This is an optimization exercise on Yosys and OpenROAD, whose aim is a short achievable clock period, not a production implementation.
The RTL was checked by simulation tests, not by an equivalence proof against the original design.
No driver is modelled on the clock port, so clock power and skew are understated where the tree is cut down; a real chip needs a root buffer or a tree.
Power is estimated from default activity; no workload was simulated.

Setup of P:
// la_1_32_sync_ft245
module la_1_32_sync_ft245
   (
    input         clk,
    input         rst,
    input  [7:0]  ft_data_i,
    output [7:0]  ft_data_o,
    output        ft_data_oe,
    input         ft_rxf_n,
    input         ft_txe_n,
    output        ft_rd_n,
    output        ft_wr_n,
    output        ft_oe_n,
    output        ft_siwu,
    input  [31:0] chn,
    output        wr,
    output [3:0]  dbg);
export LEC_CHECK = 0
export ABC_CLOCK_PERIOD_IN_PS = 1500
export CAP_MARGIN = 20
export CORE_MARGIN = 2
export CORE_UTILIZATION = 40
export SETUP_SLACK_MARGIN = 2.3
export SLEW_MARGIN = 20
export SYNTH_HIERARCHICAL = 1
export TNS_END_PERCENT = 100
create_clock -name core_clock -period 4.0 [get_ports {clk}]
standard.sh (not shown) runs the stock make flow with config.mk's settings and CLKGATE_MAP_FILE= SYNTH_SCRIPT=/design/flow/synth_recipe.tcl, a recipe that flattens the netlist after the stock synthesis.
==> flow/flow/run.sh <==
#!/bin/bash
# Standard layout (the standard.sh), with two changes:
#  * the port buffers that placement inserts are buf_4 cells (ORFS picks a
#    slow delay buffer, clkdlybuf4s50_1, by default);
#  * the clock tree: ORFS's cts.tcl sources flow/pre_cts.tcl (PRE_CTS_TCL),
#    which replaces clock_tree_synthesis by a two-level balanced tree.
# standard.sh's output is in standard.log; each ORFS step keeps its own log
# under orfs/logs.
set -euo pipefail
export PRE_CTS_TCL="$(pwd)/flow/pre_cts.tcl"
export BUFFER_PORTS_ARGS="-buffer_cell sky130_fd_sc_hd__buf_4"
bash standard.sh > standard.log 2>&1
Other scripts of this flow, unchanged in this note and not shown: flow/flow/pre_cts.tcl
P completed every stage of the flow, and the final layout passed the timing, DRC and antenna checks.
Input changes introduced in T (baseline for comparison: P):
--- a/flow/design.v
+++ b/flow/design.v
@@ -65,23 +65,23 @@
 reg          busy_r;
 reg  [3:1]   cnt_oh;    
 reg          cnt_nz;    
 wire [3:0]   cnt_c={cnt_oh, ~cnt_nz};
 reg          tw_r;
 reg  [31:0]  txd_r, in_d_hold;
 wire [31:0]  in_d_r=tw_r ? txd_r : in_d_hold;
 reg          start_r, start_acq_r, cfg_src_r;
 reg  [7:0]   cnt_tx;
 reg  [1:0]   cnt_rx;
 reg  [7:0]   trg_mask, trg_value, trg_edge;
-reg  [7:0]   n_okif1, n_okif0;
+reg          n_lvl;
 reg          n_mask0, n_k_nochg, n_k_chg;
 reg  [31:0]  acq_data_r;
 reg          cdiv;
 reg          np_r;      
 wire rx_pending=|rx_valid_old;
 wire ft_read_ok=ft_rd_old[1] & ft_rxf_r;
 wire rx_valid=(s_read & ft_read_ok) | (s_rold & rx_valid_old[1]);
 wire [7:0] rx_data=s_rold ? rx_old1 : rx_data_r;
 wire rx_shift=(ft_read_ok & ~rx_valid) | s_rold;
 wire old_end=old_counter==2'd2;
 wire idle_tx=s_idle & ~rx_pending & ~ft_rxf_r & ft_txe_r;
@@ -151,39 +151,37 @@
      grp     <= nx_gt;
      if (inc)
         pos <= {pos[DEPTH-1:0], 1'b0};
      else if (dec)
         pos <= {1'b0, pos[DEPTH:1]};
      avail_r <= nx_avail;
      full_r  <= nx_full;
      end
 end
 wire last=cnt_c[3] & ~full_r;
 wire [31:0] tx_data_o=cfg_src_r ? CFG_WORD : acq_data_r;
-wire [7:0] lvl_ok;
-genvar g;
-generate
-for (g=0; g<8; g=g+1)
-   begin : trg_bits
-   assign lvl_ok[g]=~(acq_data_r[g] ? n_okif1[g] : n_okif0[g]);
-   end
-endgenerate
 wire mask0=~n_mask0;
-wire trig_nochg=mask0 | ((&lvl_ok) & ~n_k_nochg);
-wire trig_chg  =mask0 | ((&lvl_ok) & ~n_k_chg);
+wire trig_nochg=mask0 | (~n_lvl & ~n_k_nochg);
+wire trig_chg  =mask0 | (~n_lvl & ~n_k_chg);
 wire [7:0] nx_mask =(rx_valid && cnt_rx==2'd0) ? rx_data : trg_mask;
 wire [7:0] nx_value=(rx_valid && cnt_rx==2'd1) ? rx_data : trg_value;
 wire [7:0] nx_edge =(rx_valid && cnt_rx==2'd2) ? rx_data : trg_edge;
 wire p_r=~np_r;
 wire next_data=p_r & start_r & ~cfg_src_r;
 wire rx_cmd=rx_valid & (cnt_rx==2'd3);
+wire [7:0] nx_lvl_new=~nx_mask |
+                      ({nx_value[7:1] ~^ chn[7:1], nx_value[0] ~^ chn[0]} &
+                       ~{nx_edge[7:1], 1'b0});
+wire [7:0] nx_lvl_old=~nx_mask |
+                      ({nx_value[7:1] ~^ acq_data_r[7:1], nx_value[0] ~^ acq_data_r[0]} &
+                       ~{nx_edge[7:1], 1'b0});
 wire cnt_tx_last=cnt_tx==C_TX_LAST;
 wire nx_cdiv=(rx_valid && rx_data[0]) ? 1'b0 : ~cdiv;
 wire nx_cfg_src=rx_cmd ? rx_data[1] : cfg_src_r;
 wire       adv=busy_r & ~full_r;
 wire       busy0=busy_r & ~last;
 wire [3:0] cnt0=adv ? {cnt_c[2:0], cnt_c[3]} : cnt_c;
 wire tx_full0=busy_r & (full_r ? ~(cnt_c[3] & re) :
                                  (~cnt_c[3] & (~cnt_c[2] | (~re & pos[DEPTH-1]))));
 wire start0=rx_cmd ? rx_data[0] : start_r;
 wire p0=~tx_full0 & ~nx_cdiv;
 wire wr0=p0 & start0 & ~nx_cfg_src;
@@ -267,24 +265,23 @@
 begin
   if (rst)
      begin
      start_r     <= 1'b0;
      start_acq_r <= 1'b0;
      cfg_src_r   <= 1'b0;
      cnt_tx      <= 8'b0;
      cnt_rx      <= 2'b0;
      trg_mask    <= 8'b0;
      trg_value   <= 8'b0;
      trg_edge    <= 8'b0;
-     n_okif1     <= 8'h00;
-     n_okif0     <= 8'h00;
+     n_lvl       <= 1'b0;
      n_mask0     <= 1'b0;
      n_k_nochg   <= 1'b0;
      n_k_chg     <= 1'b0;
      tw_r        <= 1'b0;
      cdiv        <= 1'b0;
      np_r        <= 1'b0;
      busy_r      <= 1'b0;
      cnt_oh      <= 3'b0;
      cnt_nz      <= 1'b0;
      acq_data_r  <= 32'b0;
      we_r        <= 1'b0;
@@ -297,24 +294,23 @@
      cnt_tx      <= nx_cnt_tx;
      cdiv        <= nx_cdiv;
      np_r        <= nx_np;
      busy_r      <= nx_busy;
      cnt_oh      <= nx_cnt[3:1];
      cnt_nz      <= ~nx_cnt[0];
      we_r        <= nx_we;
      cnt_rx    <= rx_valid ? cnt_rx+2'd1 : 2'b0;
      trg_mask  <= nx_mask;
      trg_value <= nx_value;
      trg_edge  <= nx_edge;
-     n_okif1   <= nx_mask & ~{nx_value[7:1] & ~nx_edge[7:1], nx_value[0]};
-     n_okif0   <= nx_mask & ~{~nx_value[7:1] & ~nx_edge[7:1], ~nx_value[0]};
+     n_lvl     <= next_data ? ~(&nx_lvl_new) : ~(&nx_lvl_old);
      n_mask0   <= nx_mask!=8'b0;
      n_k_nochg <= nx_mask[0] & nx_edge[0];
      n_k_chg   <= nx_mask[0] & (nx_edge[0] ^ (|nx_edge));
      tw_r      <= tx_wr;
      if (next_data)
         acq_data_r <= chn;
      end
 end
 always @(posedge clk)
 begin
   txd_r     <= tx_data_o;
==> summary.txt <==
T ended with less x dimension of the die than P. Detailed route wirelength on metal3: T vs P up about 15%. Compared to P, T has register share of the cell area 0.21 points lower. Diff T..P | sequential share of the synthesized area | negligible. T against P; total chip power is down by a few percent. Between P and T, the clock share of power is higher for T. Compared with P, worst vdd rail ir drop in T increased by a few percent. Count of buffering cells on the critical path with inverters included, P and T, lower one = P. Higher first-pass GRT wire length goes to P over T. Number of gates given a new drive strength after cts for T is higher than for P. Between P and T, path length in cells of the critical path decreased. Relative to P, the wire length measured on T has decreased by a few percent.
No run of this note takes its clock network from TritonCTS; it comes from the design's own scripts or RTL.


la_1_32_sync_ft245, a different RTL version from the one above (not shown whole).
For scale: about 6500 cells after synthesis, about 1400 flip-flops, about 62 I/O pins, roughly 0.061 mm^2 of cells after synthesis.
clock: 4.0 ns
lec_check: 0
abc_clock_period_in_ps: 1500
cap_margin: 20
core_margin: 2
core_utilization: 40
setup_slack_margin: 2.3
slew_margin: 20
synth_hierarchical: 1
tns_end_percent: 100
Scripts as last shown in full above: flow/flow/run.sh
Other scripts of this flow, unchanged in this note and not shown: flow/flow/pre_cts.tcl
Rerun with:
--- a/flow/design.v
+++ b/flow/design.v
@@ -44,17 +44,31 @@
 endmodule  
 module LA_Select
   #(parameter N=1)
    (
     input          nochange_i,
     input  [N-1:0] nx_chg_i,     
     input  [N-1:0] nx_nochg_i,   
     output [N-1:0] nx_o);
-assign nx_o=nochange_i ? nx_nochg_i : nx_chg_i;
+wire change;
+wire [N-1:0] t_nochg, t_chg;
+LA_Inv inv (.a_i(nochange_i), .y_o(change));
+genvar i;
+generate
+for (i=0; i<N; i=i+1)
+   begin : sel
+   LA_Nand2 g_n (.a_i(nochange_i), .b_i(nx_nochg_i[i]), .y_o(t_nochg[i]));
+   LA_Nand2 g_c (.a_i(change), .b_i(nx_chg_i[i]), .y_o(t_chg[i]));
+   LA_Nand2 g_o (.a_i(t_nochg[i]), .b_i(t_chg[i]), .y_o(nx_o[i]));
+   end
+endgenerate
+endmodule  
+module LA_Inv (input a_i, output y_o);
+assign y_o=~a_i;
 endmodule  
 module la_1_32_sync_ft245
    (
     input         clk,
     input         rst,
     input  [7:0]  ft_data_i,
     output [7:0]  ft_data_o,
     output        ft_data_oe,
@@ -266,40 +280,24 @@
            n_busy & ~nx_full,
            ~t_wr & wr0,
            t_wr ? tx_data_o[7:0] : byte0};
   end
 endfunction
 wire [27:0] la_nx_t1=la_next(1'b1);
 wire [27:0] la_nx_t0=la_next(1'b0);
 wire [27:0] la_nx;
-wire no_change_a, no_change_b;
-wire [31:0] chn_p, acq_p;    
-genvar g;
-generate
-for (g=0; g<16; g=g+1)
-   begin : perm
-   assign chn_p[2*g]=chn[g];
-   assign chn_p[2*g+1]=chn[g+16];
-   assign acq_p[2*g]=acq_data_r[g];
-   assign acq_p[2*g+1]=acq_data_r[g+16];
-   end
-endgenerate
-LA_Change chg_a
-   (.chn_i(chn), .acq_i(acq_data_r), .nochange_o(no_change_a));
-LA_Change chg_b
-   (.chn_i(chn_p), .acq_i(acq_p), .nochange_o(no_change_b));
+wire no_change;
+LA_Change chg
+   (.chn_i(chn), .acq_i(acq_data_r), .nochange_o(no_change));
 wire [27:0] la_nx_chg=trig_chg ? la_nx_t1 : la_nx_t0;
 wire [27:0] la_nx_nochg=trig_nochg ? la_nx_t1 : la_nx_t0;
-LA_Select #(.N(14)) trg_sel_a
-   (.nochange_i(no_change_a), .nx_chg_i(la_nx_chg[13:0]),
-    .nx_nochg_i(la_nx_nochg[13:0]), .nx_o(la_nx[13:0]));
-LA_Select #(.N(14)) trg_sel_b
-   (.nochange_i(no_change_b), .nx_chg_i(la_nx_chg[27:14]),
-    .nx_nochg_i(la_nx_nochg[27:14]), .nx_o(la_nx[27:14]));
+LA_Select #(.N(28)) trg_sel
+   (.nochange_i(no_change), .nx_chg_i(la_nx_chg), .nx_nochg_i(la_nx_nochg),
+    .nx_o(la_nx));
 wire       nx_cnt_tx_last=la_nx[27];
 wire       tx_wr=la_nx[26];
 wire       nx_start=la_nx[25];
 wire       nx_start_acq=la_nx[24];
 wire [7:0] nx_cnt_tx=la_nx[23:16];
 wire       nx_busy=la_nx[15];
 wire [3:0] nx_cnt=la_nx[14:11];
 wire       nx_np=la_nx[10];
Result: Clock power stays flat. Sequential power is about the same. Global-route usage climbs by 0.22 points. Via count is lower by 0.36%. Maximum frequency grows by 1.5%. Synthesized area fell by 0.68%. Clock skew is about the same. Hold slack improved by 0.011 ns. Die area came out lower by 0.68%.
No run of this note takes its clock network from TritonCTS; it comes from the design's own scripts or RTL.

## afterwards: timing with drivers on the ports
The results above use ideal ports. As a check the final layouts listed here were re-extracted and re-timed, cells and wires unchanged. Step 1, drivers: a clkbuf_16 drives clk and a buf_2 each remaining input, both assumed. Step 2 moves the port delays by t, midway between the first and last clock arrival at a register: inputs arrive t later, outputs are due t later. That takes back most of the time a late clock gives input paths. Three values: no drivers, after step 1, after step 2; two values: the first two.
| run | shift t [ns] | setup WS [ns] | cell pins on the clock port's net |
|---|---|---|---|
| P | 0.692 | 1.678 / 1.678 / 1.427 | 4 |
| T | 0.691 | 1.773 / 1.773 / 1.471 | 4 |
| the first run of note 2 | 0.686 | 2.156 / 2.056 / 1.591 | 4 |
| the second run of note 2 | 0.693 | 2.183 / 2.023 / 1.670 | 4 |
After both steps every run listed still meets setup and hold. For the first run of note 2, which loses most, drivers alone change the setup slack by -0.100 ns; drivers and shift together by -0.565 ns.
